What follows belongs to an exercise in optimizing a design on an open flow for small area; a production flow would make more cautious choices. Function was checked by simulation only, so behaviour that the tests miss may differ from the original. Power figures rest on the tool's default switching activity, not on a simulated workload.

==> inputs of run P <==
## soc_top
module soc_top (
    input  logic        clk,
    input  logic        rst,
    input  logic [45:0] ui,
    output logic [11:0] upc,
    output logic [31:0] mem_addr,
    output logic        mem_re,
    input  logic [31:0] mem_rdata,
    output logic        mem_we,
    output logic [31:0] mem_wdata,
    output logic        uart_tx_ready,
    output logic [7:0]  uart_tx_data,
    output logic [3:0]  flags,
    output logic        commit_valid,
    output logic [31:0] commit_instr,
    output logic [511:0] regfile_dbg
);
Settings: LEC_CHECK=0, CAP_MARGIN=10, CORE_MARGIN=2, CORE_UTILIZATION=48, SLEW_MARGIN=10, SYNTH_HIERARCHICAL=1; clock period 12.0 ns.
standard.sh (not shown) runs the stock make flow with config.mk's settings and CLKGATE_MAP_FILE= SYNTH_SCRIPT=/design/flow/synth_recipe.tcl, a recipe that flattens the netlist after the stock synthesis.
==> flow/flow/run.sh <==
#!/bin/bash
# Own layout flow: the standard flow (standard synthesis unchanged), with
# plain buf_1 cells as the port buffers and a clock tree of clkbuf_8 cells
# over clusters of up to 14 sinks, without dummy loads. make's full output
# goes to flow_make.log; ORFS also keeps each step's log under orfs/logs/.
set -euo pipefail
bash standard.sh \
  "BUFFER_PORTS_ARGS=-buffer_cell sky130_fd_sc_hd__buf_1" \
  "CTS_ARGS=-sink_clustering_enable -repair_clock_nets -dont_use_dummy_load -buf_list {sky130_fd_sc_hd__clkbuf_8} -sink_clustering_size 14 -sink_clustering_max_diameter 60" \
  SKIP_REPAIR_TIE_FANOUT=1 \
  finish > flow_make.log 2>&1
==> run X: changes against run P <==
--- a/flow/design.v
+++ b/flow/design.v
@@ -148,31 +148,16 @@
     aoi222 u1 (r[3],  s[3],  r[4],  s[4],  r[5],  s[5],  n[1]);
     aoi222 u2 (r[6],  s[6],  r[7],  s[7],  r[8],  s[8],  n[2]);
     aoi222 u3 (r[9],  s[9],  r[10], s[10], r[11], s[11], n[3]);
     aoi222 u4 (r[12], s[12], r[13], s[13], r[14], s[14], n[4]);
     aoi222 u5 (o[0],  so[0], o[1],  so[1], o[2],  so[2], n[5]);
     assign n[6] = ~((o[3] & so[3]) | k);
     assign y = ~&n;
 endmodule
-module opsel_s (
-    input  logic [14:0] r, s,
-    input  logic [2:0]  o, so,
-    input  logic        tn,
-    output logic        y
-);
-    logic [5:0] n;
-    aoi222 u0 (r[0],  s[0],  r[1],  s[1],  r[2],  s[2],  n[0]);
-    aoi222 u1 (r[3],  s[3],  r[4],  s[4],  r[5],  s[5],  n[1]);
-    aoi222 u2 (r[6],  s[6],  r[7],  s[7],  r[8],  s[8],  n[2]);
-    aoi222 u3 (r[9],  s[9],  r[10], s[10], r[11], s[11], n[3]);
-    aoi222 u4 (r[12], s[12], r[13], s[13], r[14], s[14], n[4]);
-    aoi222 u5 (o[0],  so[0], o[1],  so[1], o[2],  so[2], n[5]);
-    assign y = ~(&n & tn);
-endmodule
 module aoi222 (
     input  logic a1, a2, b1, b2, c1, c2,
     output logic y
 );
     assign y = ~((a1 & a2) | (b1 & b2) | (c1 & c2));
 endmodule
 module sequencer (
     input  logic        clk,
@@ -309,31 +294,24 @@
     wire sb_mdr = ui_src_b == 4'd2 && keep_b;
     wire sb_imm = ui_src_b == 4'd3 && keep_b;
     wire sb_mar = ui_src_b == 4'd4 && keep_b;
     wire sb_c1  = ui_src_b == 4'd6 && keep_b;
     wire sb_c4  = ui_src_b == 4'd7 && keep_b;
     logic [31:0] opa, opb;
     wire [3:0] sa_o = {sa_mar, sa_imm, sa_mdr, sa_pc};
     wire [3:0] sb_o = {sb_mar, sb_imm, sb_mdr, sb_pc};
-    wire sa_imm_hi_n = ~(sa_imm & imm_q[17]);
-    wire sb_imm_hi_n = ~(sb_imm & imm_q[17]);
     genvar gk, gi;
     generate for (gk = 0; gk < 32; gk++) begin : G_OP
         wire [14:0] rbit;
         for (gi = 0; gi < 15; gi++) begin : G_R
             assign rbit[gi] = regfile_dbg[(gi+1)*32 + gk];
         end
         wire [3:0] obit = {mar_q[gk], imm[gk], mdr_q[gk], pc_q[gk]};
-        if (gk >= 17) begin : G_S
-            opsel_s ua (.r(rbit), .s(sel_ra), .o({mar_q[gk], mdr_q[gk], pc_q[gk]}),
-                        .so({sa_mar, sa_mdr, sa_pc}), .tn(sa_imm_hi_n), .y(opa[gk]));
-            opsel_s ub (.r(rbit), .s(sel_rb), .o({mar_q[gk], mdr_q[gk], pc_q[gk]}),
-                        .so({sb_mar, sb_mdr, sb_pc}), .tn(sb_imm_hi_n), .y(opb[gk]));
-        end else if (gk == 0 || gk == 2) begin : G_C
+        if (gk == 0 || gk == 2) begin : G_C
             opsel_k ua (.r(rbit), .s(sel_ra), .o(obit), .so(sa_o), .k(gk == 0 ? sa_c1 : sa_c4), .y(opa[gk]));
             opsel_k ub (.r(rbit), .s(sel_rb), .o(obit), .so(sb_o), .k(gk == 0 ? sb_c1 : sb_c4), .y(opb[gk]));
         end else begin : G_N
             opsel ua (.r(rbit), .s(sel_ra), .o(obit), .so(sa_o), .y(opa[gk]));
             opsel ub (.r(rbit), .s(sel_rb), .o(obit), .so(sb_o), .y(opb[gk]));
         end
     end endgenerate
     alu alu0 (
Settings changed: CORE_UTILIZATION 48 to 40.
==> run Z: changes against run P <==
--- a/flow/design.v
+++ b/flow/design.v
@@ -3,59 +3,66 @@
     input  logic        inv_b, cin,
     input  logic        m_p, m_c, m_g, m_shr, m_shl, sar, m_bad,
     output logic [31:0] y,
     output logic        n, z, cout
 );
     localparam logic [31:0] DEAD = 32'hDEAD_BEEF;
     logic [31:0] p, g, c, sh;
     genvar i;
-    alu_add uadd (.a(a), .bm(bm), .inv(inv_b), .cin(cin), .p(p), .g(g), .c(c), .cout(cout));
+    generate for (i = 0; i < 32; i++) begin : G_PG
+        alu_pg u (.a(a[i]), .b(bm[i]), .inv(inv_b), .p(p[i]), .g(g[i]));
+    end endgenerate
+    logic [4:0] bc;
+    assign bc[0] = cin;
+    generate for (i = 0; i < 4; i++) begin : G_BLK
+        logic [7:0] gp, pp;
+        alu_prefix8 u (.p(p[8*i +: 8]), .g(g[8*i +: 8]), .gp(gp), .pp(pp));
+        assign bc[i+1] = gp[7] | (pp[7] & bc[i]);
+        assign c[8*i] = bc[i];
+        for (genvar j = 1; j < 8; j++) begin : G_C
+            assign c[8*i + j] = gp[j-1] | (pp[j-1] & bc[i]);
+        end
+    end endgenerate
+    assign cout = bc[4];
     alu_shift ush (.a(a), .s(bm[4:0]), .shl(m_shl), .f(sar & a[31]), .y(sh));
     generate for (i = 0; i < 32; i++) begin : G_Y
         if (DEAD[i]) begin : G_D
             alu_res_d u (.p(p[i]), .c(c[i]), .g(g[i]), .sh(sh[i]), .shr(sh[31-i]),
                          .m_p(m_p), .m_c(m_c), .m_g(m_g), .m_shr(m_shr), .m_shl(m_shl),
                          .m_bad(m_bad), .y(y[i]));
         end else begin : G_N
             alu_res u (.p(p[i]), .c(c[i]), .g(g[i]), .sh(sh[i]), .shr(sh[31-i]),
                        .m_p(m_p), .m_c(m_c), .m_g(m_g), .m_shr(m_shr), .m_shl(m_shl),
                        .y(y[i]));
         end
     end endgenerate
     assign n = y[31];
     assign z = ~|y;
 endmodule
-module alu_add (
-    input  logic [31:0] a, bm,
-    input  logic        inv, cin,
-    output logic [31:0] p, g, c,
-    output logic        cout
-);
-    logic [31:0] bx;
-    logic [4:0]  bc;
-    logic [7:0]  gp [0:3];
-    logic [7:0]  pp [0:3];
+module alu_pg (
+    input  logic a, b, inv,
+    output logic p, g
+);
+    logic bx;
+    assign bx = b ^ inv;
+    assign p = a ^ bx;
+    assign g = a & bx;
+endmodule
+module alu_prefix8 (
+    input  logic [7:0] p, g,
+    output logic [7:0] gp, pp
+);
     always_comb begin
-        bx = bm ^ {32{inv}};
-        p = a ^ bx;
-        g = a & bx;
-        bc[0] = cin;
-        for (int i = 0; i < 4; i++) begin
-            gp[i][0] = g[8*i];
-            pp[i][0] = p[8*i];
-            for (int j = 1; j < 8; j++) begin
-                gp[i][j] = g[8*i+j] | (p[8*i+j] & gp[i][j-1]);
-                pp[i][j] = p[8*i+j] & pp[i][j-1];
-            end
-            bc[i+1] = gp[i][7] | (pp[i][7] & bc[i]);
-            c[8*i] = bc[i];
-            for (int j = 1; j < 8; j++) c[8*i+j] = gp[i][j-1] | (pp[i][j-1] & bc[i]);
+        gp[0] = g[0];
+        pp[0] = p[0];
+        for (int j = 1; j < 8; j++) begin
+            gp[j] = g[j] | (p[j] & gp[j-1]);
+            pp[j] = p[j] & pp[j-1];
         end
-        cout = bc[4];
     end
 endmodule
 module alu_res (
     input  logic p, c, g, sh, shr,
     input  logic m_p, m_c, m_g, m_shr, m_shl,
     output logic y
 );
     logic s, n1, n2;
@@ -148,31 +155,16 @@
     aoi222 u1 (r[3],  s[3],  r[4],  s[4],  r[5],  s[5],  n[1]);
     aoi222 u2 (r[6],  s[6],  r[7],  s[7],  r[8],  s[8],  n[2]);
     aoi222 u3 (r[9],  s[9],  r[10], s[10], r[11], s[11], n[3]);
     aoi222 u4 (r[12], s[12], r[13], s[13], r[14], s[14], n[4]);
     aoi222 u5 (o[0],  so[0], o[1],  so[1], o[2],  so[2], n[5]);
     assign n[6] = ~((o[3] & so[3]) | k);
     assign y = ~&n;
 endmodule
-module opsel_s (
-    input  logic [14:0] r, s,
-    input  logic [2:0]  o, so,
-    input  logic        tn,
-    output logic        y
-);
-    logic [5:0] n;
-    aoi222 u0 (r[0],  s[0],  r[1],  s[1],  r[2],  s[2],  n[0]);
-    aoi222 u1 (r[3],  s[3],  r[4],  s[4],  r[5],  s[5],  n[1]);
-    aoi222 u2 (r[6],  s[6],  r[7],  s[7],  r[8],  s[8],  n[2]);
-    aoi222 u3 (r[9],  s[9],  r[10], s[10], r[11], s[11], n[3]);
-    aoi222 u4 (r[12], s[12], r[13], s[13], r[14], s[14], n[4]);
-    aoi222 u5 (o[0],  so[0], o[1],  so[1], o[2],  so[2], n[5]);
-    assign y = ~(&n & tn);
-endmodule
 module aoi222 (
     input  logic a1, a2, b1, b2, c1, c2,
     output logic y
 );
     assign y = ~((a1 & a2) | (b1 & b2) | (c1 & c2));
 endmodule
 module sequencer (
     input  logic        clk,
@@ -309,31 +301,24 @@
     wire sb_mdr = ui_src_b == 4'd2 && keep_b;
     wire sb_imm = ui_src_b == 4'd3 && keep_b;
     wire sb_mar = ui_src_b == 4'd4 && keep_b;
     wire sb_c1  = ui_src_b == 4'd6 && keep_b;
     wire sb_c4  = ui_src_b == 4'd7 && keep_b;
     logic [31:0] opa, opb;
     wire [3:0] sa_o = {sa_mar, sa_imm, sa_mdr, sa_pc};
     wire [3:0] sb_o = {sb_mar, sb_imm, sb_mdr, sb_pc};
-    wire sa_imm_hi_n = ~(sa_imm & imm_q[17]);
-    wire sb_imm_hi_n = ~(sb_imm & imm_q[17]);
     genvar gk, gi;
     generate for (gk = 0; gk < 32; gk++) begin : G_OP
         wire [14:0] rbit;
         for (gi = 0; gi < 15; gi++) begin : G_R
             assign rbit[gi] = regfile_dbg[(gi+1)*32 + gk];
         end
         wire [3:0] obit = {mar_q[gk], imm[gk], mdr_q[gk], pc_q[gk]};
-        if (gk >= 17) begin : G_S
-            opsel_s ua (.r(rbit), .s(sel_ra), .o({mar_q[gk], mdr_q[gk], pc_q[gk]}),
-                        .so({sa_mar, sa_mdr, sa_pc}), .tn(sa_imm_hi_n), .y(opa[gk]));
-            opsel_s ub (.r(rbit), .s(sel_rb), .o({mar_q[gk], mdr_q[gk], pc_q[gk]}),
-                        .so({sb_mar, sb_mdr, sb_pc}), .tn(sb_imm_hi_n), .y(opb[gk]));
-        end else if (gk == 0 || gk == 2) begin : G_C
+        if (gk == 0 || gk == 2) begin : G_C
             opsel_k ua (.r(rbit), .s(sel_ra), .o(obit), .so(sa_o), .k(gk == 0 ? sa_c1 : sa_c4), .y(opa[gk]));
             opsel_k ub (.r(rbit), .s(sel_rb), .o(obit), .so(sb_o), .k(gk == 0 ? sb_c1 : sb_c4), .y(opb[gk]));
         end else begin : G_N
             opsel ua (.r(rbit), .s(sel_ra), .o(obit), .so(sa_o), .y(opa[gk]));
             opsel ub (.r(rbit), .s(sel_rb), .o(obit), .so(sb_o), .y(opb[gk]));
         end
     end endgenerate
     alu alu0 (
==> flow/run.sh (new file) <==
#!/bin/bash
# synth_recipe.tcl (not shown) runs the flow's synth.tcl, then flattens the netlist and writes it again
# the make line also repeats each setting of config.mk as NAME=value (left out here)
make -C /OpenROAD-flow-scripts/flow DESIGN_CONFIG=/design/flow/config.mk WORK_HOME=/design/flow/orfs CLKGATE_MAP_FILE= SYNTH_SCRIPT=/design/flow/synth_recipe.tcl finish
Settings changed: CAP_MARGIN 10 to 20, CORE_UTILIZATION 48 to 40, SLEW_MARGIN 10 to 20.
removed: flow/flow/run.sh
removed: flow/standard.sh
==> comparison <==
Final area, highest first: run Z, run X, run P. Against run Z, the sequential share of layout area of run X is higher by 7.4 points. Via count: run P > run Z > run X. In run P the first-iteration DRC count is larger than in run X, by about 10%. Setup slack: run X > run P > run Z. Power: run X is smaller than run Z (about 22%).
==> figures <==
| item | run P | run Z | run X |
|---|---|---|---|
| Run status | timing/DRC/antenna clean | timing/DRC/antenna clean | timing/DRC/antenna clean |
| Via density | 7.61 | 6.93 | 7.02 |
| Design Power | 0.00445 W | 0.00584 W | 0.00455 W |
| Max Freq | 99.1 MHz | 97.4 MHz | 103 MHz |
| Minimum clock period | 10100 ps | 10260 ps | 9660 ps |
| Most common cell after layout, fill and taps aside | buf_1 | clkdlybuf4s50_1 | buf_1 |
| Global-route track usage on met1 | 57.7% | 45.9% | 45.0% |
| Final #Nets | 3260 | 3379 | 3295 |
| Chip height | 271 um | 297 um | 296 um |
| Place WS | 1570 ps | 1430 ps | 1810 ps |
| Clk Latency, worst-skew pair | 770 ps | 660 ps | 710 ps |
| Portion of the post-synthesis area used by sequential elements | 60.4% | 59.9% | 60.5% |
| Initial Util | 48.6% | 40.4% | 40.2% |
| Layout Cell Area excl Fill | 39000 um2 | 45900 um2 | 39400 um2 |

-- re-timing with driven ports --
Ports are ideal in the flow. The routed layouts listed here were re-timed in OpenROAD.
Step 1 assumes that a clkbuf_16 drives the clock port and a buf_2 every other input.
Step 2, shift: input delay + t, output delay - t, t = (earliest + latest rising clock arrival at the registers) / 2. This alone moves slack from input paths to output paths.
a / b / c = no drivers / after step 1 / after step 2; a / b = the first two.
run | t, ns | setup slack, ns | hold slack, ns | latest minus earliest clock arrival (ns)
run P | 0.782 | 1.905 / 1.940 / 1.157 | 0.369 / 0.369 / 0.369 | 0.096 / 0.097
run X | 0.734 | 2.338 / 2.370 / 1.637 | 0.344 / 0.344 / 0.344 | 0.097 / 0.097
run Z | 0.709 | 1.738 / 1.768 / 1.059 | 0.368 / 0.368 / 0.368 | 0.051 / 0.050
After both steps setup and hold are still met in every run listed. The setup slack of run P, which loses most, moves by +0.035 ns with the drivers and by -0.748 ns with both steps.
